This is an optimization exercise on Yosys and OpenROAD, whose aim is small area, not a production implementation.
Only simulation tests tie the RTL to the original design; equivalence was not proved.
In runs 3 to 7 the design's own scripts or RTL, not TritonCTS, make the clock network.
The flow treats the clock pin as an ideal source. Dropping or thinning the clock tree relies on that and would not hold on a real chip.
No activity file was given, so power comes from the tool's default toggle rates.

$ cat flow/design.v
module clock(
input clk,
input rst,
input hours_increment,
input hours_decrement,
input mins_increment,
input mins_decrement,
output [7:0] SEG,
output [5:0] ENABLE
    );
reg [3:0] seconds;
reg [2:0] t_secs;
reg [3:0] minutes;
reg [2:0] t_mins;
reg [3:0] hours;
reg       t_hours;
wire hour_inc, hour_dec, min_inc, min_dec;
wire sec;     
debouncer inst1 (.CLK(clk), .rst(rst), .switch_input(hours_increment), .trans_dn(hour_inc));
debouncer inst2 (.CLK(clk), .rst(rst), .switch_input(hours_decrement), .trans_dn(hour_dec));
debouncer inst3 (.CLK(clk), .rst(rst), .switch_input(mins_increment), .trans_dn(min_inc));
debouncer inst4 (.CLK(clk), .rst(rst), .switch_input(mins_decrement), .trans_dn(min_dec));
refresh in(.clk(clk), .rst(rst), .seconds(seconds), .t_secs(t_secs), .minutes(minutes),
           .t_mins(t_mins), .hours(hours), .t_hours(t_hours), .sec(sec), .SEG(SEG), .ENABLE(ENABLE));
wire s9  = seconds[3] & seconds[0];
wire ts5 = t_secs[2] & t_secs[0];
wire m9  = minutes[3] & minutes[0];
wire m0  = ~|minutes;
wire tm5 = t_mins[2] & t_mins[0];
wire tm0 = ~|t_mins;
wire b_hu = hour_inc;
wire b_hd = hour_dec & ~hour_inc;
wire b_mu = min_inc & ~hour_inc & ~hour_dec;
wire b_md = min_dec & ~hour_inc & ~hour_dec & ~min_inc;
wire c_s  = sec & s9;         
wire c_m  = c_s & ts5;        
wire c_h  = c_m & m9 & tm5;   
wire m_up = c_m | b_mu;
wire m_dn = b_md & ~c_m;
wire tm_up = m_up & m9;
wire tm_dn = b_md & m0;       
wire h_up = c_h | b_hu;
wire h_dn = b_hd & ~c_h;
wire up_t = t_hours ? (hours == 4'd2) : (hours == 4'd9);    
wire dn_t = t_hours ? (hours == 4'd0) : (hours == 4'd1);    
wire [3:0] h_inc = up_t ? {3'b000, t_hours} : hours + 4'd1;
wire [3:0] h_dec = dn_t ? {t_hours, 1'b0, ~t_hours, t_hours} : hours - 4'd1;
always @(posedge clk)
if (rst)
begin
	seconds <= 0;
	t_secs <= 0;
	minutes <= 0;
	t_mins <= 0;
	hours <= 0;
	t_hours <= 0;
end
else
begin
	if (sec) seconds <= s9 ? 4'd0 : seconds + 4'd1;
	if (c_s) t_secs <= ts5 ? 3'd0 : t_secs + 3'd1;
	if (m_up) minutes <= m9 ? 4'd0 : minutes + 4'd1;
	else if (m_dn) minutes <= m0 ? 4'd9 : minutes - 4'd1;
	if (tm_up) t_mins <= tm5 ? 3'd0 : t_mins + 3'd1;
	else if (tm_dn) t_mins <= tm0 ? 3'd5 : t_mins - 3'd1;
	if (h_up) hours <= h_inc;
	else if (h_dn) hours <= h_dec;
	t_hours <= t_hours ^ ((h_up & up_t) | (b_hd & dn_t));
end
endmodule
module debouncer(
    input CLK,
    input rst,
    input switch_input,
    output trans_dn
    );
reg sync_0_n;    
reg sync_1;
reg state;
reg [6:0] cnt_y;
wire [6:0] x = cnt_y ^ 7'b0101010;
wire idle = (state == sync_1);
wire z = ~|x[5:0];
wire finished = z & ~x[6];
wire fb = x[6] ^ (x[5] | z);
always @(posedge CLK)
begin
  sync_0_n <= ~(switch_input & ~rst);
  sync_1 <= ~(sync_0_n | rst);
  state <= ~rst & (finished ? sync_1 : state);
end
always @(posedge CLK)
  cnt_y <= (idle ? 7'b0000001 : {x[5:0], fb}) ^ 7'b0101010;
assign trans_dn = finished & sync_1 & ~state;
endmodule
module refresh(
    input clk,
    input rst,
    input [3:0] seconds, input [2:0] t_secs, input [3:0] minutes,
    input [2:0] t_mins, input [3:0] hours, input t_hours,
    output sec,
    output [7:0] SEG,
    output reg [5:0] ENABLE
    );
reg [5:0] pre;
reg [2:0] posn;
reg [5:0] hi;
reg [3:0] digit_data;      
reg [3:0] digit_shown_n;   
wire step = ~pre[0] & ~pre[1] & ~pre[3] & ~pre[5];    
wire hi_last = ~hi[0] & hi[2] & hi[3] & ~hi[5];      
wire p5 = posn[2] & posn[0] & ~posn[1];
assign sec = step & p5 & hi_last;
always @(posedge clk)
begin
  digit_shown_n <= ~(digit_data | {4{rst}});
  pre <= (rst | step) ? 6'b000001 : {pre[4:0], pre[5] ^ pre[0]};
end
always @(posedge clk)
if (rst)
begin
  posn <= 3'd7;
  hi <= 6'b000010;
  digit_data <= 0;
end
else if (step)
begin
  posn <= p5 ? 3'd0 : (posn == 3'd7) ? 3'd1 : posn + 3'd1;
  if (p5) hi <= hi_last ? 6'b000010 : {hi[4:0], hi[5] ^ hi[0]};
  case (posn)
    3'd1: digit_data <= {1'b0, t_secs};
    3'd2: digit_data <= minutes;
    3'd3: digit_data <= {1'b0, t_mins};
    3'd4: digit_data <= hours;
    3'd5: digit_data <= {3'b000, t_hours};
    default: digit_data <= seconds;
  endcase
end
always @*
  case (posn)
    3'd1: ENABLE = 6'b111110;
    3'd2: ENABLE = 6'b111101;
    3'd3: ENABLE = 6'b111011;
    3'd4: ENABLE = 6'b110111;
    3'd5: ENABLE = 6'b101111;
    3'd0: ENABLE = 6'b011111;
    default: ENABLE = 6'b000000;
  endcase
to_7_seg decoder(.count(~digit_shown_n), .SEG(SEG));
endmodule
module to_7_seg(
		input  [3:0] count,
		output [7:0] SEG
    );
wire [15:0] is = 16'd1 << count;    
wire valid = ~count[3] | ~(count[2] | count[1]);
assign SEG[7] = valid & ~(is[1] | is[4]);
assign SEG[6] = valid & ~(is[5] | is[6]);
assign SEG[5] = valid & ~is[2];
assign SEG[4] = valid & ~(is[1] | is[4] | is[7]);
assign SEG[3] = is[0] | is[2] | is[6] | is[8];
assign SEG[2] = is[0] | is[4] | is[5] | is[6] | is[8] | is[9];
assign SEG[1] = valid & ~(is[0] | is[1] | is[7]);
assign SEG[0] = 1'b0;
endmodule
$ cat flow/flow/run.sh
#!/bin/bash
# Layout flow: the standard synthesis, then the combinational logic between the
# registers re-mapped for area by ABC (every register instance kept as synthesis made
# it), then the standard layout from floorplan to finish.
set -euo pipefail
cd "$(dirname "$0")/.."
W=$PWD
R=$W/orfs/results/$FLOW_PLATFORM/clock/base
LIB=$FLOW_HOME/platforms/$FLOW_PLATFORM/lib/sky130_fd_sc_hd__tt_025C_1v80.lib

bash standard.sh synth > $W/std_synth.log 2>&1

cp $R/1_2_yosys.v $W/std_netlist.v
RS_LIB=$LIB RS_IN=$W/std_netlist.v RS_OUT=$W/resynth_netlist.v RS_TOP=$FLOW_TOP \
RS_SCRIPT="+strash;ifraig;dc2;dch -f;map -a;mfs2;strash;dch -f;map -a;mfs2;strash;dch -f;map -a;topo" \
  yosys -c $W/flow/resynth.tcl > $W/resynth.log 2>&1

# the register instances must be the standard synthesis's, unchanged
grep -E 'sky130_fd_sc_hd__(df|edf|sdf|dl)' $W/std_netlist.v | sort > $W/regs_std.txt
grep -E 'sky130_fd_sc_hd__(df|edf|sdf|dl)' $W/resynth_netlist.v | sort > $W/regs_new.txt
cmp $W/regs_std.txt $W/regs_new.txt

cp $W/resynth_netlist.v $R/1_2_yosys.v
rm -f $R/1_synth.odb $R/1_synth.sdc
# port buffers of the smallest buffer; a small clock tree without dummy loads
bash standard.sh \
  "BUFFER_PORTS_ARGS=-buffer_cell sky130_fd_sc_hd__buf_1" \
  "CTS_ARGS=-sink_clustering_enable -repair_clock_nets -dont_use_dummy_load -buf_list sky130_fd_sc_hd__clkbuf_8 -root_buf sky130_fd_sc_hd__clkbuf_8 -sink_clustering_size 30 -sink_clustering_max_diameter 150" \
  finish > $W/std_layout.log 2>&1
$ cat flow/flow/resynth.tcl
# Re-map the combinational logic of a synthesized netlist for area, keeping every
# flip-flop instance (name, cell type, connections) as it is.
# env: RS_LIB (liberty), RS_IN (netlist), RS_OUT (netlist), RS_TOP, RS_SCRIPT (abc script)
set lib $::env(RS_LIB)
yosys read_liberty -ignore_miss_func $lib
yosys read_verilog -defer $::env(RS_IN)
yosys hierarchy -top $::env(RS_TOP)
# keep sequential cells as instances
yosys setattr -mod -set keep_hierarchy 1 {*__df*} {*__edf*} {*__sdf*} {*__dl*} {*__conb*}
yosys flatten
yosys rename -hide w:_*_.*
yosys opt_clean -purge
yosys opt -purge
yosys abc -liberty $lib -script $::env(RS_SCRIPT) -dont_use *probe* -dont_use *lpflow* -dont_use *clkbuf* -dont_use *clkinv* -dont_use *dly* -dont_use *conb*
yosys opt_clean -purge
yosys setundef -zero
yosys hilomap -singleton -hicell sky130_fd_sc_hd__conb_1 HI -locell sky130_fd_sc_hd__conb_1 LO
yosys insbuf -buf sky130_fd_sc_hd__buf_4 A X
yosys splitnets
yosys opt_clean -purge
yosys select $::env(RS_TOP)
yosys tee -o $::env(RS_OUT).stat stat -liberty $lib
yosys write_verilog -noattr -noexpr -nohex -nodec -selected $::env(RS_OUT)
$ cat flow/standard.sh
#!/bin/bash
# synth_recipe.tcl (not shown) runs the flow's synth.tcl, then flattens the netlist and writes it again
# the make line also repeats each setting of config.mk as NAME=value (left out here)
make -C /OpenROAD-flow-scripts/flow DESIGN_CONFIG=/design/flow/config.mk WORK_HOME=/design/flow/orfs CLKGATE_MAP_FILE= SYNTH_SCRIPT=/design/flow/synth_recipe.tcl "${@:-finish}"
$ cat flow/config.mk
export PLATFORM = sky130hd
export DESIGN_NAME = clock
export DESIGN_NICKNAME = clock
export VERILOG_FILES = /design/flow/design.v
export SDC_FILE = /design/flow/constraint.sdc
export NUM_CORES = 4
export LEC_CHECK = 0
export ABC_AREA = 1
export CAP_MARGIN = 20
export CORE_MARGIN = 2
export CORE_UTILIZATION = 40
export PLACE_DENSITY = 0.6
export SLEW_MARGIN = 20
$ cat flow/constraint.sdc
create_clock -name core_clock -period 10.0 [get_ports {clk}]
set_input_delay 2.0000 -clock core_clock [delete_from_list [all_inputs] [get_ports {clk}]]
set_output_delay 2.0000 -clock core_clock [all_outputs]
set_load 0.01 [all_outputs]
==> key figures, run 1 <==
Global routing
  – Global Route Usage Sum: 0.155
  – Vias in the first global route: approximately 2,500
  – Initial antenna violation count: 0
  – Largest net degree at the start of global routing: 26
  – Total gr overflow: 0
  – First-pass GRT wire length: 10,700 um

Die
  – Core footprint: slightly below 8000 um^2
  – Die X-Extent: 93.9 um
  – Die area: ~8800 um^2
  – Initial Util: 0.416
  – # rows: 32
  – IO Pins: 20
  – Die Y: ~94 um

Detailed routing
  – Starting DRT DRC Count: 127
  – WL per Instance: 10.9 um
  – DRT Pass-1 Iters: 4
  – Remaining antenna violation count: 0
  – Post-route DRC violation count: 0
  – Via count: 2,735
  – Routed WL: 6100 um
  – Detailed-route vias per instance: 4.88

Place
  – HPWL after DPL: 4480 um
  – PortBufs: 18
  – Pre-CTS WS: 6.71 ns
  – RePlAce Congestion: 0.804

Worst setup path
  – WP buf/inv: 4
  – Startpoint Class: flip-flop
  – Crit-path max FO: 6
  – Slowest-stage cell, CP: dfxtp_1
  – Critical path cell sequence: inv_1 -> nor2_1 -> inv_1 -> nor2_1 -> inv_1 -> nand2_1 -> buf_1
  – WS Path Type: reg2out
  – Cell repeated most along the worst path: inv_1
  – Worst EP arrival: approximately 1.6 ns
  – Critical path required time: 8.00 ns
  – Critical Path Sink Type: primary output
  – CP delay by family, top: buffers and inverters
  – Slowest stage delay, CP: approximately 0.41 ns

Min path
  – Hold Crit Class: reg2reg

Finish
  – Inserted Diodes: 0
  – Share of cells above drive strength 1: 0.0240
  – Synth-to-layout area growth: 9.88%
  – Post-layout nets: between 400 and 500

CTS
  – Clock latency (worst-skew pair): ~0.35 ns
  – Clock Tree Buf Depth: 2
  – H-tree levels: 3
  – Clk slew on worst S/H paths: 0.08 ns
  – CTS root buf: clkbuf_8
  – Setup Buffers After CTS: 0
  – Clock buffer count from CTS: 9
  – TritonCTS clock tree: yes
  – Hold_buf cts: 0
  – # clock sinks: 82
  – Post-cts sizing count: 0

Synth
  – Syn Nets: approximately 440
  – Mean Syn Cell Area: 7.48 um^2
  – Cell count after synthesis: approximately 430
  – Yosys Warn Count: 3
  – Post-synthesis cell area: about 3200 um^2

STA
  – Final WS setup: between 6 and 7 ns
  – Setup_tns: 0 ns
  – Fmax: 278 MHz
  – Setup Skew: 0.0222 ns
  – Fin crit period: about 3.6 ns
  – Worst-margin pin slew: roughly 0.57 ns
  – Max Slew Vio Count: 0
  – Slew HR: 0.619
  – Fin crit share: 0.359
  – RSZ-0062 raised after global routing: false
  – Final setup viols: 0
  – Final Hold Viols: 0

Run status
  – Outcome: complete, no violations

Pwr
  – Pwr dens: 158 nW/um^2
  – P_leak: between 1 and 1.5 nW
  – Worst vdd rail ir drop: 0.0686 mV

Flow run
  – Max Cap Viol: 0
## area by class of cell
| cell class | count | area [um^2] |
|---|---|---|
| timing repair buffer | 19 | 75.1 |
| inverter | 73 | 274 |
| multi-input combinational | 276 | 1310 |
| tap | 102 | 128 |
| clock buffer | 9 | 124 |
| sequential | 82 | 1640 |
| fill | 798 | 4220 |
## placed cells by master (no fill, tap or decap), types with 9 or more instances in the layout
master     n
nor2_1    85
dfxtp_1   82
inv_1     73
nand2_1   64
a21oi_1   28
o21ai_0   28
buf_1     18
nand3_1   13
nor3_1    12
clkbuf_8   9
## registers in the layout (all words and copies together), names as in the netlist, 4 cells and up
| name | flops |
|---|---|
| hours | 4 |
| in.digit_data | 4 |
| in.digit_shown_n | 4 |
| in.hi | 6 |
| in.pre | 6 |
| inst1.cnt_y | 7 |
| inst2.cnt_y | 7 |
| inst3.cnt_y | 7 |
| inst4.cnt_y | 7 |
| minutes | 4 |
| seconds | 4 |
## stage by stage
stage	hold slack, ns	cells	power, mW	area [um^2]	util
after floorplan	0.360	432	0.375	3230	-
after global placement	0.365	552	0.386	3420	0.441
after detailed placement	0.367	552	0.387	3420	0.441
after CTS	0.370	561	0.568	3550	0.457
after global routing	0.386	561	0.586	3550	0.457
final	0.363	561	0.559	3550	0.457
## where the power goes
part	internal (mW)	leakage [nW]	total, mW	switching (mW)
logic	0.0128	0.763	0.0379	0.0251
registers	0.336	0.667	0.341	0.00502
clock network	0.0805	0.0647	0.181	0.100
total	0.429	1.50	0.559	0.130
## path summary, 6_finish.rpt
| path | depth (start not counted) | end | slack (ns) | startpoint |
|---|---|---|---|---|
| worst max-delay path | 7 | ENABLE[2] | 6.41 | in.posn[1] |
| worst min register to register | 1 | inst3.cnt_y[1] | 0.36 | inst3.cnt_y[0] |
| worst max register to register | 19 | t_mins[0] | 7.02 | in.posn[0] |
| worst min-delay path | 1 | inst3.cnt_y[1] | 0.36 | inst3.cnt_y[0] |
## routing by layer
layer / track usage / vias up / wire, um / part of all wire
li1: - / 1443 / - / -
met1: 0.194 / 1219 / 2990 / 0.49
met2: 0.248 / 60 / 2680 / 0.44
met3: 0.0337 / 13 / 280 / 0.046
met4: 0.0845 / 0 / 146 / 0.024
met5: 0 / - / 0 / 0
==> run 2, diff against run 1 <==
--- a/flow/flow/run.sh
+++ b/flow/flow/run.sh
@@ -23,7 +23,3 @@
 cp $W/resynth_netlist.v $R/1_2_yosys.v
 rm -f $R/1_synth.odb $R/1_synth.sdc
-# port buffers of the smallest buffer; a small clock tree without dummy loads
-bash standard.sh \
-  "BUFFER_PORTS_ARGS=-buffer_cell sky130_fd_sc_hd__buf_1" \
-  "CTS_ARGS=-sink_clustering_enable -repair_clock_nets -dont_use_dummy_load -buf_list sky130_fd_sc_hd__clkbuf_8 -root_buf sky130_fd_sc_hd__clkbuf_8 -sink_clustering_size 30 -sink_clustering_max_diameter 150" \
-  finish > $W/std_layout.log 2>&1
+bash standard.sh > $W/std_layout.log 2>&1
==> run 2 against run 1 <==
  * Still clean on timing, DRC and antenna
  * Global-route usage about the same
  * Register-to-register slack better by 0.07 ns
  * Design area is 4.5% higher
  * Synthesized area stayed put
  * Worst hold slack better by 0.012 ns
  * Utilization rose by 2.1 points
  * Cell count grew 1.2%
  * Critical path depth unchanged
  * First-iteration DRC count increased by 22%
  * Critical path type unchanged
  * Highest routed layer unchanged
==> key figures, run 2 <==
Synth
  – Syn Nets: 438 (unchanged)
  – Cell count after synthesis: 432 (unchanged)
  – Post-synthesis cell area: 3230 um^2 (unchanged)
  – Mean Syn Cell Area: 7.48 um^2 (unchanged)
  – Yosys Warn Count: 3 (unchanged)

Worst setup path
  – Worst EP arrival: 1.90 ns (+0.31 ns)
  – WP buf/inv: 4 (unchanged)
  – Critical path startpoint: in.posn[1]
  – R2R Path Start: in.posn[0]
  – Slowest-stage cell, CP: clkdlybuf4s50_1
  – WS Path Type: reg2out
  – CP delay by family, top: buffers and inverters
  – Slowest stage delay, CP: 0.53 ns (+0.12 ns)
  – Worst R2R Path Depth: 19 (unchanged)
  – Cell repeated most along the worst path: inv_1
  – FF-to-FF setup slack: 7.09 ns (+0.07 ns)
  – Critical Path Sink Type: primary output
  – Critical R2R Capture: t_mins[0]
  – Critical path required time: 8.00 ns (about the same)
  – Crit-path max FO: 6 (unchanged)
  – Critical path cell sequence: inv_1 -> nor2_1 -> inv_1 -> nor2_1 -> inv_1 -> nand2_1 -> clkdlybuf4s50_1
  – Startpoint Class: flip-flop

Detailed routing
  – DRT Pass-1 Iters: 4 (unchanged)
  – Post-route DRC violation count: 0 (unchanged)
  – Detailed-route vias per instance: 4.77 (-2.1%)
  – WL per Instance: 10.9 um (+0.71%)
  – Starting DRT DRC Count: 155 (+22%)
  – Routed WL: 6220 um (+2.0%)
  – Via count: 2,712 (-0.84%)
  – Remaining antenna violation count: 0 (unchanged)

Pwr
  – Pwr dens: 160 nW/um^2 (+1.5%)
  – P_leak: 1.55 nW (+4.0%)
  – Worst vdd rail ir drop: 0.0600 mV (-13%)

Place
  – Pre-CTS WS: 6.37 ns (-0.335 ns)
  – RePlAce Congestion: 0.892 (+11%)
  – HPWL after DPL: 4590 um (+2.5%)
  – Post-place instance area: 3540 um^2 (+3.3%)
  – PortBufs: 18 (unchanged)

Finish
  – Fill count: 789 (-1.1%)
  – Post-layout nets: 467 (unchanged)
  – Share of cells above drive strength 1: 0.0343 (+0.0104)
  – Final Util: 0.478 (+0.0208)
  – Synth-to-layout area growth: 14.9%
  – Post-route cell area: 3710 um^2 (+4.5%)
  – Most frequent cells in the layout: nor2_1 (85), dfxtp_1 (82), inv_1 (73)
  – Multi-input logic area: 1310 um^2 (unchanged)
  – Inserted Diodes: 0 (unchanged)
  – Commonest non-fill, non-tap cell in the layout: nor2_1
  – Storage cell area: 1640 um^2 (unchanged)

CTS
  – Hold_buf cts: 0 (unchanged)
  – Clock buffer count from CTS: 9 (unchanged)
  – Setup Buffers After CTS: 0 (unchanged)
  – Clk slew on worst S/H paths: 0.08 ns (about the same)
  – Clock Tree Buf Depth: 2 (unchanged)
  – TritonCTS clock tree: yes
  – CTS root buf: clkbuf_8
  – # clock sinks: 82 (unchanged)
  – Clock latency (worst-skew pair): 0.35 ns (about the same)
  – Post-cts sizing count: 0 (unchanged)
  – H-tree levels: 3 (unchanged)

STA
  – Worst-margin pin slew: 0.543 ns (-0.0280 ns)
  – Final setup viols: 0 (unchanged)
  – Fmax: 256 MHz (-7.8%)
  – Fin crit period: 3.90 ns (+0.305 ns)
  – Final WS setup: 6.10 ns (-0.305 ns)
  – Slew HR: 0.637 (+0.0187)
  – Max Slew Vio Count: 0 (unchanged)
  – RSZ-0062 raised after global routing: false
  – Setup Skew: 0.00638 ns (-0.0158 ns)
  – Setup_tns: 0 ns (unchanged)
  – Fin crit share: 0.390 (+0.0305)
  – Final Hold Viols: 0 (unchanged)

Global routing
  – Initial antenna violation count: 0 (unchanged)
  – Global Route Usage Sum: 0.155 (-0.000459)
  – First-pass GRT wire length: 10,700 um (+0.26%)
  – Total gr overflow: 0 (unchanged)
  – Largest net degree at the start of global routing: 26 (unchanged)
  – Vias in the first global route: 2,469 (-1.2%)

Die
  – Die area: 8810 um^2 (unchanged)
  – Die X-Extent: 93.9 um (unchanged)
  – Core footprint: 7770 um^2 (unchanged)
  – IO Pins: 20 (unchanged)
  – # rows: 32 (unchanged)
  – Die Y: 93.9 um (unchanged)
  – Initial Util: 0.416 (unchanged)

Run status
  – Outcome: complete, no violations

Min path
  – Worst hold endpoint: inst3.sync_1
  – Hold path depth: 1 (unchanged)
  – Hold path startpoint: inst3.sync_0_n
  – Hold Crit Class: reg2reg

Flow run
  – Max Cap Viol: 0 (unchanged)
run 2: worst register-to-register path: cells and delay by family, from the launching register on:
| kind | cells | cell delay, ns |
|---|---|---|
| buffers and inverters | 6 | 0.60 |
| AOI/OAI and AO/OA | 4 | 0.52 |
| DFF | 1 | 0.41 |
| and+or+nand+nor | 9 | 1.27 |
run 2: worst max-delay path by stage:
stage,end,depth (start not counted)
floorplan,SEG[4],6
global placement,in.hi[1],6
detailed placement,in.hi[1],6
CTS,ENABLE[2],7
global route,ENABLE[2],7
finish,ENABLE[2],7
run 2: layer usage:
| layer | share of wire | wire [um] | GRT usage |
|---|---|---|---|
| met2 | 0.44 | 2720 | 0.240 |
| met4 | 0.015 | 92 | 0.0652 |
| met5 | 0 | 0 | 0 |
| met1 | 0.52 | 3210 | 0.203 |
| met3 | 0.031 | 190 | 0.0409 |
run 2: through the flow:
| stage | hold WS (ns) | instances | power, mW |
|---|---|---|---|
| 2_1_floorplan | 0.360 | 432 | 0.375 |
| 3_3_place_gp | 0.371 | 552 | 0.391 |
| 3_5_place_dp | 0.369 | 552 | 0.391 |
| 4_1_cts | 0.370 | 568 | 0.602 |
| 5_1_grt | 0.384 | 568 | 0.623 |
| 6_report | 0.375 | 568 | 0.594 |
run 2: final cells by class:
class / count / share of cell area
well taps: 102 / 0.0344
inverters: 73 / 0.0739
flip-flops and latches: 82 / 0.442
clock inverters: 4 / 0.00742
multi-input cells: 276 / 0.352
clock buffers: 12 / 0.0391
repair buffers: 19 / 0.0506
run 2: report_power, final:
part	internal, mW	leakage (nW)	switching (mW)
combinational	0.0178	0.809	0.0252
sequential	0.335	0.667	0.00502
clock	0.0966	0.0786	0.114
==> run 3, diff against run 2 <==
==> flow/flow/run.sh (replaced) <==
#!/bin/bash
# Layout flow: the standard synthesis; then the combinational logic between the
# registers re-mapped for area by ABC, every register instance kept as synthesis made
# it, and the result proven equivalent to the standard netlist; then the standard
# layout from floorplan to finish, with the smallest buffer on the ports and a flat
# clock tree (post_cts.tcl).
set -euo pipefail
cd "$(dirname "$0")/.."
W=$PWD
R=$W/orfs/results/$FLOW_PLATFORM/clock/base
LIB=$FLOW_HOME/platforms/$FLOW_PLATFORM/lib/sky130_fd_sc_hd__tt_025C_1v80.lib

bash standard.sh synth > $W/std_synth.log 2>&1
cp $R/1_2_yosys.v $W/std_netlist.v

# candidate re-mappings; the smallest one proven equivalent is kept
SCRIPTS=(
  "+strash;&get -n;&deepsyn -T 60;&put;dch -f;&get -n;&nf -R 1000;&put;mfs2;strash;dch -f;&get -n;&nf -R 1000;&put;topo"
  "+strash;&get -n;&deepsyn -T 60;&put;&get -n;&dch -f;&nf -R 1000;&put;topo"
  "+strash;ifraig;dc2;dch -f;map -a;mfs2;strash;dch -f;map -a;mfs2;strash;dch -f;map -a;topo"
)
best=$W/std_netlist.v
best_area=$(awk '/Chip area/ {print $NF}' <(yosys -p "read_liberty -lib $LIB; read_verilog $W/std_netlist.v; stat -liberty $LIB" 2>&1))
echo "standard netlist area $best_area" > $W/resynth_summary.log
for i in "${!SCRIPTS[@]}"; do
  (
    RS_LIB=$LIB RS_IN=$W/std_netlist.v RS_OUT=$W/resynth_$i.v RS_TOP=$FLOW_TOP RS_SCRIPT="${SCRIPTS[$i]}" \
      yosys -c $W/flow/resynth.tcl > $W/resynth_$i.log 2>&1 || true
    EQ_LIB=$LIB EQ_A=$W/std_netlist.v EQ_B=$W/resynth_$i.v EQ_TOP=$FLOW_TOP \
      yosys -c $W/flow/equiv.tcl > $W/equiv_$i.log 2>&1 && touch $W/resynth_$i.ok || true
  ) &
done
wait
for i in "${!SCRIPTS[@]}"; do
  [[ -f $W/resynth_$i.ok ]] || { echo "script $i: not proven" >> $W/resynth_summary.log; continue; }
  a=$(awk '/Chip area/ {print $NF}' $W/resynth_$i.v.stat)
  echo "script $i: area $a" >> $W/resynth_summary.log
  if awk -v a="$a" -v b="$best_area" 'BEGIN {exit !(a < b)}'; then best=$W/resynth_$i.v; best_area=$a; fi
done
echo "kept $best ($best_area)" >> $W/resynth_summary.log

# the register instances must be the standard synthesis's, unchanged
grep -E 'sky130_fd_sc_hd__(df|edf|sdf|dl)' $W/std_netlist.v | sort > $W/regs_std.txt
grep -E 'sky130_fd_sc_hd__(df|edf|sdf|dl)' $best | sort > $W/regs_new.txt
cmp $W/regs_std.txt $W/regs_new.txt

cp $best $R/1_2_yosys.v
rm -f $R/1_synth.odb $R/1_synth.sdc
bash standard.sh \
  "BUFFER_PORTS_ARGS=-buffer_cell sky130_fd_sc_hd__buf_1" \
  "CTS_ARGS=-sink_clustering_enable -repair_clock_nets -dont_use_dummy_load -buf_list sky130_fd_sc_hd__clkbuf_8 -root_buf sky130_fd_sc_hd__clkbuf_8" \
  "POST_CTS_TCL=$W/flow/post_cts.tcl" \
  finish > $W/std_layout.log 2>&1
==> flow/flow/equiv.tcl (new file) <==
# Combinational equivalence of two netlists that share their register instances:
# every register input and primary output must be the same function.
# env: EQ_LIB, EQ_A, EQ_B, EQ_TOP
set lib $::env(EQ_LIB)
yosys read_liberty -ignore_miss_func $lib
yosys read_verilog $::env(EQ_A)
yosys hierarchy -top $::env(EQ_TOP)
yosys flatten
yosys rename $::env(EQ_TOP) gold
yosys design -stash gold
yosys read_liberty -ignore_miss_func $lib
yosys read_verilog $::env(EQ_B)
yosys hierarchy -top $::env(EQ_TOP)
yosys flatten
yosys rename $::env(EQ_TOP) gate
yosys design -stash gate
yosys design -copy-from gold -as gold gold
yosys design -copy-from gate -as gate gate
yosys equiv_make gold gate eq
yosys hierarchy -top eq
yosys equiv_simple -seq 2
yosys equiv_induct
yosys equiv_status -assert
==> flow/flow/post_cts.tcl (new file) <==
# Replace the clock tree that CTS built by a flat one: the clock port drives
# CLK_NBUF buffers (CLK_BUF cells), each placed at the centre of a cluster of
# registers and driving that cluster's clock pins.
set nbuf 4
if {[info exists ::env(CLK_NBUF)]} { set nbuf $::env(CLK_NBUF) }
set bufm sky130_fd_sc_hd__clkbuf_8
if {[info exists ::env(CLK_BUF)]} { set bufm $::env(CLK_BUF) }
set block [ord::get_db_block]
set db [ord::get_db]
set clk_port_net [$block findNet clk]

# register clock pins
set sinks {}
foreach inst [$block getInsts] {
  if {[[$inst getMaster] isSequential]} {
    lappend sinks [$inst findITerm CLK]
  }
}
# remove the CTS buffers
foreach inst [$block getInsts] {
  set n [$inst getName]
  if {[string match "clkbuf_*" $n] || [string match "clkload*" $n]} {
    set outs {}
    foreach it [$inst getITerms] {
      if {[$it isOutputSignal]} { set net [$it getNet]; if {$net != "NULL"} { lappend outs $net } }
    }
    odb::dbInst_destroy $inst
    foreach net $outs { if {[$net getName] != "clk"} { odb::dbNet_destroy $net } }
  }
}
foreach it $sinks {
  if {[$it getNet] != "NULL"} { $it disconnect }
}
# k-means on the register locations
set pts {}
foreach it $sinks {
  set b [[$it getInst] getBBox]
  lappend pts [list [expr {([$b xMin]+[$b xMax])/2.0}] [expr {([$b yMin]+[$b yMax])/2.0}]]
}
set n [llength $pts]
set cent {}
set sorted [lsort -real -index 0 $pts]
for {set k 0} {$k < $nbuf} {incr k} {
  lappend cent [lindex $sorted [expr {int(($k + 0.5) * $n / $nbuf)}]]
}
for {set iter 0} {$iter < 50} {incr iter} {
  set asg {}
  foreach p $pts {
    set best 0; set bd 1e30
    for {set k 0} {$k < $nbuf} {incr k} {
      set c [lindex $cent $k]
      set d [expr {abs([lindex $p 0]-[lindex $c 0]) + abs([lindex $p 1]-[lindex $c 1])}]
      if {$d < $bd} { set bd $d; set best $k }
    }
    lappend asg $best
  }
  set new {}
  for {set k 0} {$k < $nbuf} {incr k} {
    set sx 0; set sy 0; set c 0
    foreach p $pts a $asg { if {$a == $k} { set sx [expr {$sx+[lindex $p 0]}]; set sy [expr {$sy+[lindex $p 1]}]; incr c } }
    if {$c > 0} { lappend new [list [expr {$sx/$c}] [expr {$sy/$c}]] } else { lappend new [lindex $cent $k] }
  }
  set cent $new
}
set master [$db findMaster $bufm]
for {set k 0} {$k < $nbuf} {incr k} {
  set inst [odb::dbInst_create $block $master "clkbuf_flat_$k"]
  set net [odb::dbNet_create $block "clknet_flat_$k"]
  $net setSigType CLOCK
  [$inst findITerm A] connect $clk_port_net
  [$inst findITerm X] connect $net
  set c [lindex $cent $k]
  $inst setLocation [expr {int([lindex $c 0])}] [expr {int([lindex $c 1])}]
  $inst setPlacementStatus PLACED
  foreach it $sinks a $asg { if {$a == $k} { $it connect $net } }
  puts "clock buffer $k: [llength [lsearch -all $asg $k]] registers"
}
detailed_placement
estimate_parasitics -placement
report_clock_skew
report_check_types -max_slew -max_capacitance
repair_timing -hold
detailed_placement
check_placement -verbose
==> run 3 against run 2 <==
  * Still clean on timing, DRC and antenna
  * Total power is 19% lower
  * Die area is 5.6% lower
  * Wire length down 9.5%
==> key figures, run 3 <==
Run status
  – Outcome: complete, no violations

Synth
  – Post-synthesis cell area: 3040 um^2 (-5.8%)
  – Cell count after synthesis: 342 (-21%)
  – Syn Nets: 348 (-21%)
  – Yosys Warn Count: 3 (unchanged)
  – Mean Syn Cell Area: 8.89 um^2 (+19%)

Finish
  – Storage cell area: 1640 um^2 (unchanged)
  – Commonest non-fill, non-tap cell in the layout: dfxtp_1
  – Multi-input logic area: 1370 um^2 (+4.6%)
  – Most frequent cells in the layout: dfxtp_1 (82), nor2_1 (52), nand2_1 (43)
  – Post-layout nets: 373 (-20%)
  – Share of cells above drive strength 1: 0.0164 (-0.0179)
  – Fill count: 730 (-7.5%)
  – Synth-to-layout area growth: 8.35%
  – Inserted Diodes: 0 (unchanged)

Detailed routing
  – Detailed-route vias per instance: 5.07 (+6.1%)
  – Via count: 2,351 (-13%)
  – Routed WL: 5630 um (-9.5%)
  – Remaining antenna violation count: 0 (unchanged)
  – WL per Instance: 12.1 um (+11%)
  – DRT Pass-1 Iters: 4 (unchanged)
  – Post-route DRC violation count: 0 (unchanged)
  – Starting DRT DRC Count: 121 (-22%)

Place
  – PortBufs: 18 (unchanged)
  – RePlAce Congestion: 0.801 (-10%)
  – HPWL after DPL: 4050 um (-12%)

CTS
  – # clock sinks: 82 (unchanged)
  – Clock latency (worst-skew pair): 0.17 ns (-0.18 ns)
  – Clk slew on worst S/H paths: 0.11 ns (+0.03 ns)

Die
  – IO Pins: 20 (unchanged)
  – Die area: 8320 um^2 (-5.6%)
  – Die X-Extent: 91.2 um (-2.8%)
  – # rows: 31 (-3.1%)
  – Initial Util: 0.417 (+0.00137)
  – Core footprint: 7290 um^2 (-6.1%)
  – Die Y: 91.2 um (-2.8%)

STA
  – Worst-margin pin slew: 0.742 ns (+0.199 ns)
  – RSZ-0062 raised after global routing: false
  – Setup_tns: 0 ns (unchanged)
  – Slew HR: 0.501 (-0.137)
  – Fin crit period: 3.44 ns (-0.463 ns)
  – Max Slew Vio Count: 0 (unchanged)
  – Final setup viols: 0 (unchanged)
  – Final Hold Viols: 0 (unchanged)
  – Setup Skew: 0.0111 ns (+0.00475 ns)
  – Fmax: 291 MHz (+13%)
  – Fin crit share: 0.344 (-0.0463)

Global routing
  – Global Route Usage Sum: 0.144 (-0.0111)
  – Total gr overflow: 0 (unchanged)
  – First-pass GRT wire length: 9830 um (-8.5%)
  – Met2 usage: 0.246 (+0.00582)
  – Initial antenna violation count: 0 (unchanged)
  – M1 GR Usage: 0.180 (-0.0228)
  – Vias in the first global route: 2,202 (-11%)
  – Global routing usage on met3: 0.0390 (-0.00193)
  – Gr busiest metal: met2
  – Largest net degree at the start of global routing: 36 (+38%)

Pwr
  – P_leak: 1.26 nW (-19%)
  – Switching Share: 0.207 (-0.0355)
  – Clock Power Share: 0.241 (-0.113)
  – Psw: 0.0993 mW (-31%)
  – Combinational share of power: 0.053 (-0.020)
  – Flop pwr share: 0.706 (+0.133)
  – Internal power: 0.381 mW (-15%)
  – Worst vdd rail ir drop: 0.0875 mV (+46%)
  – Total power: 0.480 mW (-19%)
  – Pwr dens: 146 nW/um^2 (-9.0%)

Flow run
  – Max Cap Viol: 0 (unchanged)

Worst setup path
  – Cell repeated most along the worst path: a21oi_1
  – Slowest-stage cell, CP: dfxtp_1
  – Critical Path Sink Type: primary output
  – WP buf/inv: 1 (-3)
  – Crit-path max FO: 8 (+2)
  – CP delay by family, top: compound AO/OA/AOI/OAI gates
  – Slowest stage delay, CP: 0.38 ns (-0.15 ns)
  – Startpoint Class: flip-flop
  – Critical path cell sequence: a21oi_1 -> nand2b_1 -> a21oi_1 -> a31oi_1 -> nor2_1 -> buf_1
  – WS Path Type: reg2out
  – Worst EP arrival: 1.44 ns (-0.46 ns)
  – Critical path required time: 8.00 ns (about the same)

Min path
  – Hold Crit Class: reg2reg
==> run 3: worst paths after layout <==
path                            slack, ns             end  cells past startpoint                 from
worst max-delay path                 6.56          SEG[4]                      6  in.digit_shown_n[1]
worst max register to register       6.82        hours[3]                     12            in.pre[0]
worst min register to register       0.39  inst3.cnt_y[5]                      1       inst3.cnt_y[4]
worst min-delay path                 0.39  inst3.cnt_y[5]                      1       inst3.cnt_y[4]
==> run 3: layout make-up <==
cell class | count | share of cell area
Tap cell | 99 | 0.0376
Timing Repair Buffer | 20 | 0.0251
Sequential cell | 82 | 0.498
Buffer | 4 | 0.0167
Multi-Input combinational cell | 252 | 0.415
Inverter | 7 | 0.00797
==> run 3: metrics by stage <==
step	instance area (um^2)	util	std cells	worst slack (ns)	hold WS (ns)
floorplan	3040	-	342	6.84	0.353
global placement	3240	0.444	460	6.75	0.357
detailed placement	3240	0.444	460	6.72	0.361
global route	3300	0.452	464	6.36	0.402
finish	3300	0.452	464	6.56	0.387
==> run 3: power groups by stage <==
stage               Combinational [mW]  Clock (mW)  Sequential, mW
detailed placement              0.0255           0           0.346
global route                    0.0295       0.132           0.340
finish                          0.0254       0.116           0.339
floorplan                       0.0178           0           0.345
global placement                0.0255           0           0.346
==> run 3: layer usage <==
layer  vias to the layer above  wire length (um)  part of all wire
met1                      1071              2790              0.50
met5                         -                 0                 0
li1                       1246                 -                 -
met4                         0                58             0.010
met2                        29              2590              0.46
met3                         5               183             0.033
==> run 4, diff against run 3 <==
--- a/flow/flow/post_cts.tcl
+++ b/flow/flow/post_cts.tcl
@@ -4,5 +4,5 @@
 set nbuf 4
 if {[info exists ::env(CLK_NBUF)]} { set nbuf $::env(CLK_NBUF) }
-set bufm sky130_fd_sc_hd__clkbuf_8
+set bufm sky130_fd_sc_hd__clkbuf_16
 if {[info exists ::env(CLK_BUF)]} { set bufm $::env(CLK_BUF) }
 set block [ord::get_db_block]
==> run 4 against run 3 <==
  * Still clean on timing, DRC and antenna
  * Synthesized cell count unchanged
  * Design area grew 1.4%
  * Synthesized area unchanged
  * Total power increased by 7.4%
  * Critical path type unchanged
  * Highest routed layer unchanged
==> key figures, run 4 <==
Worst setup path
  – Critical path required time: 8.00 ns (about the same)
  – CP delay by family, top: compound AO/OA/AOI/OAI gates
  – Cell repeated most along the worst path: a21oi_1
  – Worst EP arrival: 1.40 ns (-0.04 ns)
  – Slowest-stage cell, CP: dfxtp_1
  – Slowest stage delay, CP: 0.37 ns (about the same)
  – WS Path Type: reg2out
  – Startpoint Class: flip-flop
  – Critical path cell sequence: a21oi_1 -> nand2b_1 -> a21oi_1 -> a31oi_1 -> nor2_1 -> buf_1
  – Crit-path max FO: 8 (unchanged)
  – R2R Path Start: in.pre[0]
  – FF-to-FF setup slack: 6.83 ns (about the same)
  – WP buf/inv: 1 (unchanged)
  – Critical Path Sink Type: primary output
  – Critical path startpoint: in.digit_shown_n[1]

Pwr
  – Flop pwr share: 0.657 (-0.049)
  – Internal power: 0.416 mW (+9.1%)
  – Clock Power Share: 0.293 (+0.052)
  – Psw: 0.0998 mW (+0.51%)
  – Worst vdd rail ir drop: 0.0941 mV (+7.5%)
  – Combinational share of power: 0.049 (-0.004)
  – Pwr dens: 154 nW/um^2 (+5.9%)
  – P_leak: 1.28 nW (+1.6%)
  – Switching Share: 0.194 (-0.0132)

Place
  – PortBufs: 18 (unchanged)
  – Pre-CTS WS: 6.72 ns (unchanged)
  – RePlAce Congestion: 0.801 (unchanged)
  – Post-place instance area: 3240 um^2 (unchanged)
  – HPWL after DPL: 4050 um (unchanged)

Finish
  – Inserted Diodes: 0 (unchanged)
  – Storage cell area: 1640 um^2 (unchanged)
  – Commonest non-fill, non-tap cell in the layout: dfxtp_1
  – Share of cells above drive strength 1: 0.0164 (unchanged)
  – Synth-to-layout area growth: 9.83%
  – Post-layout nets: 373 (unchanged)
  – Post-route cell area: 3340 um^2 (+1.4%)
  – Most frequent cells in the layout: dfxtp_1 (82), nor2_1 (52), nand2_1 (43)
  – Multi-input logic area: 1370 um^2 (unchanged)
  – Fill count: 724 (-0.82%)

Min path
  – Hold Crit Class: reg2reg
  – Hold path startpoint: inst3.cnt_y[4]

Detailed routing
  – Remaining antenna violation count: 0 (unchanged)
  – Starting DRT DRC Count: 126 (+4.1%)
  – Routed WL: 5620 um (-0.14%)
  – DRT Pass-1 Iters: 4 (unchanged)
  – Post-route DRC violation count: 0 (unchanged)
  – Via count: 2,347 (-0.17%)
  – WL per Instance: 12.1 um (-0.14%)
  – Detailed-route vias per instance: 5.06 (-0.17%)

Synth
  – Yosys Warn Count: 3 (unchanged)
  – Syn Nets: 348 (unchanged)
  – Post-synthesis cell area: 3040 um^2 (unchanged)
  – Mean Syn Cell Area: 8.89 um^2 (unchanged)
  – Cell count after synthesis: 342 (unchanged)

STA
  – RSZ-0062 raised after global routing: false
  – Final Hold Viols: 0 (unchanged)
  – Worst-margin pin slew: 0.776 ns (+0.0345 ns)
  – Setup Skew: 0.00838 ns (-0.00275 ns)
  – Slew HR: 0.478 (-0.0232)
  – Setup_tns: 0 ns (unchanged)
  – Fin crit period: 3.40 ns (-0.0355 ns)
  – Max Slew Vio Count: 0 (unchanged)
  – Fmax: 294 MHz (+1.0%)
  – Final WS setup: 6.60 ns (+0.0355 ns)
  – Final setup viols: 0 (unchanged)
  – Fin crit share: 0.340 (-0.00355)

Global routing
  – Initial antenna violation count: 0 (unchanged)
  – First-pass GRT wire length: 9860 um (+0.36%)
  – Largest net degree at the start of global routing: 36 (unchanged)
  – Global Route Usage Sum: 0.144 (+0.000678)
  – Vias in the first global route: 2,195 (-0.32%)
  – Total gr overflow: 0 (unchanged)

Die
  – Die Y: 91.2 um (unchanged)
  – Die area: 8320 um^2 (unchanged)
  – IO Pins: 20 (unchanged)
  – Initial Util: 0.417 (unchanged)
  – Die X-Extent: 91.2 um (unchanged)
  – # rows: 31 (unchanged)
  – Core footprint: 7290 um^2 (unchanged)

Flow run
  – Max Cap Viol: 0 (unchanged)

CTS
  – Clk slew on worst S/H paths: 0.08 ns (-0.03 ns)
  – Clock latency (worst-skew pair): 0.15 ns (-0.02 ns)
  – # clock sinks: 82 (unchanged)

Run status
  – Outcome: complete, no violations
-- run 4: stage by stage --
stage	hold WS [ns]	cells	power (mW)	utilization
finish	0.378	464	0.515	0.458
global route	0.393	464	0.537	0.458
detailed placement	0.361	460	0.372	0.444
global placement	0.357	460	0.372	0.444
floorplan	0.353	342	0.363	-
-- run 4: final timing paths --
kind	to	depth (start not counted)
worst max register to register	hours[3]	12
worst min register to register	inst3.cnt_y[5]	1
worst max-delay path	SEG[4]	6
worst min-delay path	inst3.cnt_y[5]	1
-- run 4: per-layer routing --
| metal | vias up | global-route usage | share of wire |
|---|---|---|---|
| li1 | 1253 | - | - |
| met1 | 1060 | 0.183 | 0.49 |
| met2 | 30 | 0.244 | 0.46 |
| met3 | 4 | 0.0415 | 0.037 |
| met4 | 0 | 0.0328 | 0.010 |
| met5 | - | 0 | 0 |
-- run 4: cell type report --
class                      instances  area share
multi-input combinational        252       0.409
sequential                        82       0.491
inverter                           7     0.00787
tap                               99      0.0371
timing repair buffer              20      0.0247
buffer                             4      0.0300
-- run 4: power by group through the flow --
stage                     combinational, mW  sequential, mW  clock, mW
after global placement               0.0255           0.346          0
after global routing                 0.0295           0.340      0.168
after floorplan                      0.0178           0.345          0
after detailed placement             0.0255           0.346          0
final                                0.0254           0.339      0.151
==> run 5, diff against run 4 <==
--- a/flow/flow/post_cts.tcl
+++ b/flow/flow/post_cts.tcl
@@ -1,9 +1,13 @@
 # Replace the clock tree that CTS built by a flat one: the clock port drives
-# CLK_NBUF buffers (CLK_BUF cells), each placed at the centre of a cluster of
-# registers and driving that cluster's clock pins.
-set nbuf 4
+# one root cell (clk_root; none if empty), which drives nbuf leaf cells (bufm),
+# each placed at the centre of a cluster of registers and driving that
+# cluster's clock pins. With inverters the root and the leaves are both
+# inverters, so the registers see the clock's own polarity.
+set nbuf 5
 if {[info exists ::env(CLK_NBUF)]} { set nbuf $::env(CLK_NBUF) }
-set bufm sky130_fd_sc_hd__clkbuf_16
+set bufm sky130_fd_sc_hd__clkbuf_8
 if {[info exists ::env(CLK_BUF)]} { set bufm $::env(CLK_BUF) }
+set clk_root sky130_fd_sc_hd__clkbuf_2
+if {[info exists ::env(CLK_ROOT)]} { set clk_root $::env(CLK_ROOT) }
 set block [ord::get_db_block]
 set db [ord::get_db]
@@ -64,10 +68,27 @@
 }
 set master [$db findMaster $bufm]
+set leaf_in_net $clk_port_net
+set in_pin A
+set out_pin X
+if {[string match "*__inv_*" $bufm] || [string match "*__clkinv_*" $bufm]} { set out_pin Y }
+if {$clk_root != ""} {
+  set rinst [odb::dbInst_create $block [$db findMaster $clk_root] "clkbuf_flat_root"]
+  set leaf_in_net [odb::dbNet_create $block "clknet_flat_root"]
+  $leaf_in_net setSigType CLOCK
+  set rout X
+  if {[string match "*__inv_*" $clk_root] || [string match "*__clkinv_*" $clk_root]} { set rout Y }
+  [$rinst findITerm A] connect $clk_port_net
+  [$rinst findITerm $rout] connect $leaf_in_net
+  set sx 0; set sy 0
+  foreach c $cent { set sx [expr {$sx + [lindex $c 0]}]; set sy [expr {$sy + [lindex $c 1]}] }
+  $rinst setLocation [expr {int($sx / $nbuf)}] [expr {int($sy / $nbuf)}]
+  $rinst setPlacementStatus PLACED
+}
 for {set k 0} {$k < $nbuf} {incr k} {
   set inst [odb::dbInst_create $block $master "clkbuf_flat_$k"]
   set net [odb::dbNet_create $block "clknet_flat_$k"]
   $net setSigType CLOCK
-  [$inst findITerm A] connect $clk_port_net
-  [$inst findITerm X] connect $net
+  [$inst findITerm $in_pin] connect $leaf_in_net
+  [$inst findITerm $out_pin] connect $net
   set c [lindex $cent $k]
   $inst setLocation [expr {int([lindex $c 0])}] [expr {int([lindex $c 1])}]
==> run 5 against run 4 <==
  * Fmax down 8.6%
  * Design area shrank 0.79%
  * Clock skew up 0.024 ns
  * Combinational power hardly changed
  * Cell count grew 0.43%
  * Global-route usage shrank 0.24 points
  * Critical path type unchanged
  * Largest cell class unchanged
==> key figures, run 5 <==
STA
  – Setup_tns: 0 ns (unchanged)
  – Fmax: 269 MHz (-8.6%)
  – Worst-margin pin slew: 0.742 ns (-0.0344 ns)
  – Final setup viols: 0 (unchanged)
  – Slew HR: 0.501 (+0.0232)
  – Hold Slack: 0.367 ns (-0.0111 ns)
  – Setup Skew: 0.0325 ns (+0.0241 ns)
  – Final WS setup: 6.28 ns (-0.319 ns)
  – Max Slew Vio Count: 0 (unchanged)
  – RSZ-0062 raised after global routing: false
  – Fin crit period: 3.72 ns (+0.319 ns)
  – Final Hold Viols: 0 (unchanged)
  – Fin crit share: 0.372 (+0.0319)

Global routing
  – Vias in the first global route: 2,189 (-0.27%)
  – Initial antenna violation count: 0 (unchanged)
  – Total gr overflow: 0 (unchanged)
  – First-pass GRT wire length: 9920 um (+0.63%)
  – Largest net degree at the start of global routing: 36 (unchanged)
  – Global Route Usage Sum: 0.142 (-0.00244)

Finish
  – Post-route cell area: 3310 um^2 (-0.79%)
  – Fill count: 725 (+0.14%)
  – Storage cell area: 1640 um^2 (unchanged)
  – Share of cells above drive strength 1: 0.0218 (+0.00536)
  – Synth-to-layout area growth: 8.97%
  – Final instance count without filler cells: 466 (+0.43%)
  – Commonest non-fill, non-tap cell in the layout: dfxtp_1
  – Multi-input logic area: 1370 um^2 (unchanged)
  – Post-layout nets: 375 (+0.54%)
  – Final Util: 0.455 (-0.00360)
  – Inserted Diodes: 0 (unchanged)
  – Most frequent cells in the layout: dfxtp_1 (82), nor2_1 (52), nand2_1 (43)

Place
  – Placed Instances: 460 (unchanged)
  – Pre-CTS WS: 6.72 ns (unchanged)
  – Post-place instance area: 3240 um^2 (unchanged)
  – RePlAce Congestion: 0.801 (unchanged)
  – PortBufs: 18 (unchanged)
  – HPWL after DPL: 4050 um (unchanged)

Worst setup path
  – Critical path required time: 8.00 ns (about the same)
  – Critical Path Sink Type: primary output
  – Worst R2R Path Depth: 12 (unchanged)
  – Worst EP arrival: 1.72 ns (+0.32 ns)
  – Startpoint Class: flip-flop
  – Crit-path max FO: 8 (unchanged)
  – WS Path Type: reg2out
  – R2R Path Start: in.pre[0]
  – Critical path startpoint: in.digit_shown_n[1]

Detailed routing
  – WL per Instance: 12.2 um (+0.46%)
  – Remaining antenna violation count: 0 (unchanged)
  – Starting DRT DRC Count: 135 (+7.1%)
  – Detailed-route vias per instance: 5.05 (-0.17%)
  – Via count: 2,353 (+0.26%)
  – DRT Pass-1 Iters: 4 (unchanged)
  – Routed WL: 5670 um (+0.89%)
  – Post-route DRC violation count: 0 (unchanged)

CTS
  – # clock sinks: 82 (unchanged)
  – Clock latency (worst-skew pair): 0.48 ns (+0.33 ns)
  – Clk slew on worst S/H paths: 0.11 ns (+0.03 ns)

Min path
  – Hold path depth: 1 (unchanged)
  – Hold Crit Class: reg2reg
  – Hold path startpoint: inst3.cnt_y[2]

Pwr
  – Combinational share of power: 0.051 (+0.002)
  – Total power: 0.503 mW (-2.4%)
  – Clock Power Share: 0.276 (-0.017)
  – Pwr dens: 152 nW/um^2 (-1.6%)
  – Internal power: 0.390 mW (-6.1%)
  – Worst vdd rail ir drop: 0.0892 mV (-5.1%)
  – Switching Share: 0.225 (+0.0309)
  – Flop pwr share: 0.674 (+0.017)
  – P_leak: 1.27 nW (-0.72%)
  – Psw: 0.113 mW (+13%)

Die
  – # rows: 31 (unchanged)
  – Die Y: 91.2 um (unchanged)
  – Die X-Extent: 91.2 um (unchanged)
  – IO Pins: 20 (unchanged)
  – Die area: 8320 um^2 (unchanged)
  – Core footprint: 7290 um^2 (unchanged)
  – Initial Util: 0.417 (unchanged)

Flow run
  – Max Cap Viol: 0 (unchanged)

Synth
  – Cell count after synthesis: 342 (unchanged)
  – Yosys Warn Count: 3 (unchanged)
  – Mean Syn Cell Area: 8.89 um^2 (unchanged)
  – Syn Nets: 348 (unchanged)
  – Post-synthesis cell area: 3040 um^2 (unchanged)

Run status
  – Outcome: complete, no violations
==> run 5: power by group through the flow <==
stage	Clock (mW)	Combinational [mW]	Sequential [mW]
6_report	0.139	0.0254	0.339
5_1_grt	0.159	0.0294	0.340
3_5_place_dp	0	0.0255	0.346
2_1_floorplan	0	0.0178	0.345
3_3_place_gp	0	0.0255	0.346
==> run 5: worst max-delay path, stage by stage (launching register included) <==
cell	delay [ns]
dfxtp_1	0.38
a21oi_1	0.24
nand2b_1	0.15
a21oi_1	0.05
a31oi_1	0.23
nor2_1	0.08
buf_1	0.13
==> run 5: final cells by class <==
class,count,share of cell area
buffer,6,0.0223
timing repair buffer,20,0.0249
sequential,82,0.495
tap,99,0.0374
multi-input combinational,252,0.412
inverter,7,0.00793
==> run 5: final timing paths <==
check,slack [ns],endpoint
worst max-delay path,6.28,SEG[4]
worst min register to register,0.37,inst3.cnt_y[3]
worst min-delay path,0.37,inst3.cnt_y[3]
worst max register to register,6.83,hours[3]
==> run 5: metal layers <==
layer | vias up | routed length [um] | GRT usage
met4 | 0 | 90 | 0.0328
met5 | - | 0 | 0
li1 | 1254 | - | -
met1 | 1056 | 2780 | 0.186
met2 | 36 | 2570 | 0.243
met3 | 7 | 229 | 0.0266
==> run 6, diff against run 5 <==
--- a/flow/flow/post_cts.tcl
+++ b/flow/flow/post_cts.tcl
@@ -6,7 +6,7 @@
 set nbuf 5
 if {[info exists ::env(CLK_NBUF)]} { set nbuf $::env(CLK_NBUF) }
-set bufm sky130_fd_sc_hd__clkbuf_8
+set bufm sky130_fd_sc_hd__inv_8
 if {[info exists ::env(CLK_BUF)]} { set bufm $::env(CLK_BUF) }
-set clk_root sky130_fd_sc_hd__clkbuf_2
+set clk_root sky130_fd_sc_hd__inv_4
 if {[info exists ::env(CLK_ROOT)]} { set clk_root $::env(CLK_ROOT) }
 set block [ord::get_db_block]
==> run 6 against run 5 <==
  * Synthesized cell count unchanged
  * Sequential share of layout area increased by 0.17 points
  * Utilization is 0.15 points lower
  * Fmax up 6.7%
  * Design area is 0.34% lower
  * Setup slack improved by 0.23 ns
==> key figures, run 6 <==
Run status
  – Outcome: complete, no violations

Finish
  – Fill count: 726 (+0.14%)
  – Commonest non-fill, non-tap cell in the layout: dfxtp_1
  – Storage cell area: 1640 um^2 (unchanged)
  – Share of cells above drive strength 1: 0.0218 (unchanged)
  – Inserted Diodes: 0 (unchanged)
  – Synth-to-layout area growth: 8.60%
  – Post-layout nets: 375 (unchanged)
  – Most frequent cells in the layout: dfxtp_1 (82), nor2_1 (52), nand2_1 (43)
  – Final instance count without filler cells: 466 (unchanged)
  – Multi-input logic area: 1370 um^2 (unchanged)
  – Final Util: 0.453 (-0.00154)

Detailed routing
  – DRT Pass-1 Iters: 4 (unchanged)
  – Routed WL: 5640 um (-0.56%)
  – Post-route DRC violation count: 0 (unchanged)
  – WL per Instance: 12.1 um (-0.56%)
  – Starting DRT DRC Count: 118 (-13%)
  – Via count: 2,367 (+0.59%)
  – Detailed-route vias per instance: 5.08 (+0.59%)
  – Remaining antenna violation count: 0 (unchanged)

Place
  – HPWL after DPL: 4050 um (unchanged)
  – RePlAce Congestion: 0.801 (unchanged)
  – Placed Instances: 460 (unchanged)
  – Pre-CTS WS: 6.72 ns (unchanged)
  – PortBufs: 18 (unchanged)

Global routing
  – First-pass GRT wire length: 9900 um (-0.21%)
  – Vias in the first global route: 2,197 (+0.37%)
  – Initial antenna violation count: 0 (unchanged)
  – Largest net degree at the start of global routing: 36 (unchanged)
  – Global Route Usage Sum: 0.141 (-0.000528)
  – Total gr overflow: 0 (unchanged)

Pwr
  – Pwr dens: 150 nW/um^2 (-0.97%)
  – Worst vdd rail ir drop: 0.0820 mV (-8.1%)
  – P_leak: 1.27 nW (-0.42%)

Worst setup path
  – Slowest-stage cell, CP: dfxtp_1
  – Critical R2R Capture: hours[3]
  – WS Path Type: reg2out
  – Worst EP arrival: 1.49 ns (-0.23 ns)
  – Crit-path max FO: 8 (unchanged)
  – Critical Path Sink Type: primary output
  – WP buf/inv: 1 (unchanged)
  – Critical path cell sequence: a21oi_1 -> nand2b_1 -> a21oi_1 -> a31oi_1 -> nor2_1 -> buf_1
  – Cell repeated most along the worst path: a21oi_1
  – Startpoint Class: flip-flop
  – Worst R2R Path Depth: 12 (unchanged)
  – FF-to-FF setup slack: 6.82 ns (about the same)
  – R2R Path Start: in.pre[0]
  – Slowest stage delay, CP: 0.37 ns (about the same)
  – Critical path required time: 8.00 ns (about the same)
  – CP delay by family, top: compound AO/OA/AOI/OAI gates

STA
  – Setup_tns: 0 ns (unchanged)
  – Final WS setup: 6.51 ns (+0.232 ns)
  – Max Slew Vio Count: 0 (unchanged)
  – Slew HR: 0.500 (-0.00100)
  – Fmax: 287 MHz (+6.7%)
  – Setup Skew: 0.0272 ns (-0.00530 ns)
  – Fin crit period: 3.49 ns (-0.232 ns)
  – Final setup viols: 0 (unchanged)
  – RSZ-0062 raised after global routing: false
  – Worst-margin pin slew: 0.743 ns (+0.00149 ns)
  – Fin crit share: 0.349 (-0.0232)
  – Final Hold Viols: 0 (unchanged)

CTS
  – Clock latency (worst-skew pair): 0.24 ns (-0.24 ns)
  – Clk slew on worst S/H paths: 0.09 ns (-0.02 ns)
  – # clock sinks: 82 (unchanged)

Die
  – Die area: 8320 um^2 (unchanged)
  – IO Pins: 20 (unchanged)
  – Die Y: 91.2 um (unchanged)
  – # rows: 31 (unchanged)
  – Core footprint: 7290 um^2 (unchanged)
  – Die X-Extent: 91.2 um (unchanged)
  – Initial Util: 0.417 (unchanged)

Flow run
  – Max Cap Viol: 0 (unchanged)

Min path
  – Worst hold endpoint: inst3.cnt_y[3]
  – Hold path startpoint: inst3.cnt_y[2]
  – Hold Crit Class: reg2reg
  – Hold path depth: 1 (unchanged)

Synth
  – Yosys Warn Count: 3 (unchanged)
  – Syn Nets: 348 (unchanged)
  – Mean Syn Cell Area: 8.89 um^2 (unchanged)
  – Post-synthesis cell area: 3040 um^2 (unchanged)
  – Cell count after synthesis: 342 (unchanged)
## run 6: cell types whose count changed in the layout (fill, tap and decap cells not counted), sizes merged
| cell | previous run | this run |
|---|---|---|
| clkbuf | 6 | 0 |
| inv | 7 | 13 |
## run 6: routing by layer
| metal | global-route usage | vias to the layer above | share of wire |
|---|---|---|---|
| met5 | 0 | - | 0 |
| met4 | 0.0328 | 0 | 0.016 |
| met3 | 0.0266 | 7 | 0.045 |
| met2 | 0.244 | 41 | 0.46 |
| met1 | 0.183 | 1066 | 0.48 |
| li1 | - | 1253 | - |
## run 6: stage by stage
stage	area [um^2]	power [mW]	hold WS [ns]
global placement	3240	0.372	0.357
floorplan	3040	0.363	0.353
global route	3300	0.523	0.397
finish	3300	0.497	0.373
detailed placement	3240	0.372	0.361
## run 6: layout make-up
type                       instances  area share
inverter                          13      0.0269
timing repair buffer              20      0.0250
multi-input combinational        252       0.414
sequential                        82       0.497
tap                               99      0.0375
## run 6: worst max-delay path by stage
stage | slack, ns | end | start | cells after the start
floorplan | 6.84 | SEG[2] | in.digit_shown_n[1] | 3
global placement | 6.75 | in.hi[1] | rst | 4
detailed placement | 6.72 | in.hi[1] | rst | 4
global route | 6.31 | SEG[3] | in.digit_shown_n[1] | 6
finish | 6.51 | SEG[4] | in.digit_shown_n[1] | 6
## run 6: where the power goes
group	switching, mW	total (mW)	internal [mW]	leakage [nW]
clock	0.113	0.132	0.0190	0.0347
sequential	0.00582	0.339	0.333	0.667
combinational	0.0154	0.0254	0.00999	0.563
==> run 7, diff against run 6 <==
--- a/flow/flow/run.sh
+++ b/flow/flow/run.sh
@@ -15,9 +15,9 @@
 
 # candidate re-mappings; the smallest one proven equivalent is kept
-SCRIPTS=(
-  "+strash;&get -n;&deepsyn -T 60;&put;dch -f;&get -n;&nf -R 1000;&put;mfs2;strash;dch -f;&get -n;&nf -R 1000;&put;topo"
-  "+strash;&get -n;&deepsyn -T 60;&put;&get -n;&dch -f;&nf -R 1000;&put;topo"
-  "+strash;ifraig;dc2;dch -f;map -a;mfs2;strash;dch -f;map -a;mfs2;strash;dch -f;map -a;topo"
-)
+SCRIPTS=()
+for seed in 0 1 2 3; do
+  SCRIPTS+=("+strash;&get -n;&deepsyn -T 60 -S $seed;&put;dch -f;&get -n;&nf -R 1000;&put;mfs2;strash;dch -f;&get -n;&nf -R 1000;&put;topo")
+done
+SCRIPTS+=("+strash;ifraig;dc2;dch -f;map -a;mfs2;strash;dch -f;map -a;mfs2;strash;dch -f;map -a;topo")
 best=$W/std_netlist.v
 best_area=$(awk '/Chip area/ {print $NF}' <(yosys -p "read_liberty -lib $LIB; read_verilog $W/std_netlist.v; stat -liberty $LIB" 2>&1))
--- a/flow/config.mk
+++ b/flow/config.mk
@@ -10,4 +10,5 @@
 export CORE_MARGIN = 2
 export CORE_UTILIZATION = 40
+export GPL_TIMING_DRIVEN = 0
 export PLACE_DENSITY = 0.6
 export SLEW_MARGIN = 20
==> run 7 against run 6 <==
  * Register-to-register slack worse by 0.29 ns
  * Clock skew is 0.0057 ns higher
  * Sequential power hardly changed
  * Via count is 0.97% higher
  * Worst hold slack better by 0.0039 ns
  * Utilization stayed put
  * Critical path depth stayed put
  * Clock power hardly changed
  * Sequential share of layout area stayed put
  * Critical path type unchanged
  * Critical endpoint unchanged
==> key figures, run 7 <==
Pwr
  – Total power: 0.498 mW (+0.29%)
  – Switching Share: 0.273 (+0.00203)
  – Worst vdd rail ir drop: 0.0874 mV (+6.6%)
  – Combinational share of power: 0.052 (about the same)
  – Pwr dens: 151 nW/um^2 (+0.29%)
  – Clock Power Share: 0.268 (+0.002)
  – Flop pwr share: 0.681 (-0.002)
  – Internal power: 0.362 mW (about the same)
  – Psw: 0.136 mW (+1.0%)
  – P_leak: 1.26 nW (-0.10%)

Global routing
  – Largest net degree at the start of global routing: 36 (unchanged)
  – Global Route Usage Sum: 0.139 (-0.00193)
  – Initial antenna violation count: 0 (unchanged)
  – Vias in the first global route: 2,193 (-0.18%)
  – Total gr overflow: 0 (unchanged)
  – First-pass GRT wire length: 9720 um (-1.9%)

STA
  – Final Hold Viols: 0 (unchanged)
  – Fin crit period: 3.53 ns (+0.0406 ns)
  – Worst-margin pin slew: 0.764 ns (+0.0201 ns)
  – Hold Slack: 0.377 ns (+0.00388 ns)
  – Slew HR: 0.486 (-0.0135)
  – Setup_tns: 0 ns (unchanged)
  – Final setup viols: 0 (unchanged)
  – Fin crit share: 0.353 (+0.00406)
  – Fmax: 283 MHz (-1.1%)
  – RSZ-0062 raised after global routing: false
  – Setup Skew: 0.0329 ns (+0.00570 ns)
  – Max Slew Vio Count: 0 (unchanged)

Detailed routing
  – Detailed-route vias per instance: 5.14 (+1.2%)
  – Starting DRT DRC Count: 103 (-13%)
  – WL per Instance: 12.2 um (+1.1%)
  – Routed WL: 5690 um (+0.92%)
  – Remaining antenna violation count: 0 (unchanged)
  – Post-route DRC violation count: 0 (unchanged)
  – DRT Pass-1 Iters: 5 (+1)
  – Via count: 2,390 (+0.97%)

Place
  – Placed Instances: 459 (-0.22%)
  – RePlAce Congestion: 0.760 (-5.2%)
  – PortBufs: 18 (unchanged)
  – HPWL after DPL: 3990 um (-1.5%)
  – Post-place instance area: 3230 um^2 (-0.19%)

Worst setup path
  – Startpoint Class: flip-flop
  – Crit-path max FO: 8 (unchanged)
  – FF-to-FF setup slack: 6.53 ns (-0.29 ns)
  – WS Path Type: reg2out
  – Slowest stage delay, CP: 0.39 ns (+0.02 ns)
  – Critical path cell sequence: a21oi_1 -> nand2b_1 -> a21oi_1 -> a31oi_1 -> nor2_1 -> buf_1
  – Critical R2R Capture: t_mins[2]
  – R2R Path Start: in.pre[3]
  – CP delay by family, top: compound AO/OA/AOI/OAI gates
  – Critical path startpoint: in.digit_shown_n[1]
  – Cell repeated most along the worst path: a21oi_1
  – Critical path required time: 8.00 ns (about the same)
  – Worst EP arrival: 1.53 ns (+0.04 ns)
  – Critical Path Sink Type: primary output
  – Slowest-stage cell, CP: dfxtp_1
  – WP buf/inv: 1 (unchanged)
  – Worst R2R Path Depth: 13 (+1)

Flow run
  – Max Cap Viol: 0 (unchanged)

Finish
  – Synth-to-layout area growth: 8.60% (unchanged)
  – Post-layout nets: 374 (-0.27%)
  – Inserted Diodes: 0 (unchanged)
  – Fill count: 774 (+6.6%)
  – Storage cell area: 1640 um^2 (unchanged)
  – Most frequent cells in the layout: dfxtp_1 (82), nor2_1 (52), nand2_1 (43)
  – Share of cells above drive strength 1: 0.0246 (+0.00279)
  – Commonest non-fill, non-tap cell in the layout: dfxtp_1
  – Post-route cell area: 3300 um^2 (unchanged)
  – Final instance count without filler cells: 465 (-0.21%)
  – Multi-input logic area: 1370 um^2 (+0.46%)

Synth
  – Post-synthesis cell area: 3040 um^2 (unchanged)
  – Syn Nets: 348 (unchanged)
  – Mean Syn Cell Area: 8.89 um^2 (unchanged)
  – Yosys Warn Count: 3 (unchanged)
  – Cell count after synthesis: 342 (unchanged)

Min path
  – Hold path startpoint: inst3.sync_0_n
  – Worst hold endpoint: inst3.sync_1
  – Hold Crit Class: reg2reg
  – Hold path depth: 1 (unchanged)

Die
  – Die Y: 91.2 um (unchanged)
  – Initial Util: 0.417 (unchanged)
  – IO Pins: 20 (unchanged)
  – Core footprint: 7290 um^2 (unchanged)
  – Die area: 8320 um^2 (unchanged)
  – # rows: 31 (unchanged)
  – Die X-Extent: 91.2 um (unchanged)

CTS
  – Clk slew on worst S/H paths: 0.10 ns (about the same)
  – # clock sinks: 82 (unchanged)
  – Clock latency (worst-skew pair): 0.24 ns (about the same)

Run status
  – Outcome: complete, no violations
run 7: routing by layer:
metal / GRT usage / vias to the layer above / share of wire
li1: - / 1255 / -
met1: 0.182 / 1086 / 0.50
met2: 0.235 / 43 / 0.45
met3: 0.0257 / 6 / 0.042
met4: 0.0404 / 0 / 0.017
met5: 0 / - / 0
run 7: per-stage QoR:
step	setup WS, ns	util
2_1_floorplan	6.84	-
3_3_place_gp	5.57	0.443
6_report	6.47	0.453
5_1_grt	6.13	0.453
3_5_place_dp	6.20	0.444
run 7: worst max path at each step:
stage                     slack [ns]  cells past startpoint         to
after floorplan                 6.84                      3     SEG[2]
after global placement          5.57                      4  t_mins[2]
after detailed placement        6.20                     13  t_mins[2]
after global routing            6.13                     13  t_mins[2]
final                           6.47                      6     SEG[4]
run 7: cell type report:
| class | count | share of cell area |
|---|---|---|
| well taps | 99 | 0.0375 |
| repair buffers | 18 | 0.0208 |
| flip-flops and latches | 82 | 0.497 |
| multi-input cells | 252 | 0.416 |
| plain buffers | 1 | 0.00227 |
| inverters | 13 | 0.0269 |
run 7: power groups by stage:
stage / registers [mW] / logic [mW] / clock network (mW)
6_report: 0.339 / 0.0257 / 0.133
5_1_grt: 0.341 / 0.0295 / 0.154
3_5_place_dp: 0.346 / 0.0259 / 0
3_3_place_gp: 0.346 / 0.0257 / 0
2_1_floorplan: 0.345 / 0.0178 / 0

what the ideal ports hide:
The flow's constraints put no driver on any port. The routed layouts listed below were extracted and timed again, unchanged, in two steps.
Step 1, drivers: a clkbuf_16 drives clk and a buf_2 each remaining input, both assumed.
Step 2 adds t to the input delays and takes it off the output delays; t is the mean of the earliest and latest rising clock arrival at the registers after step 1. Input paths then give back, and output paths get back, about the clock's delay inside the block.
Three values: ideal ports, drivers, drivers and shift; two values: the first two.
| run | shift t [ns] | slack for setup (ns) | slew at the worst register clock pin (ns) |
|---|---|---|---|
| run 1 | 0.366 | 6.406 / 6.377 / 6.716 | 0.08 / 0.08 |
| run 2 | 0.373 | 6.101 / 6.071 / 6.389 | 0.08 / 0.08 |
| run 3 | 0.230 | 6.564 / 6.502 / 6.686 | 0.12 / 0.12 |
| run 4 | 0.222 | 6.599 / 6.521 / 6.653 | 0.08 / 0.08 |
| run 5 | 0.488 | 6.280 / 6.252 / 6.677 | 0.11 / 0.11 |
| run 6 | 0.260 | 6.513 / 6.476 / 6.675 | 0.10 / 0.10 |
| run 7 | 0.259 | 6.472 / 6.435 / 6.532 | 0.10 / 0.10 |
After both steps setup and hold are still met in every run listed.
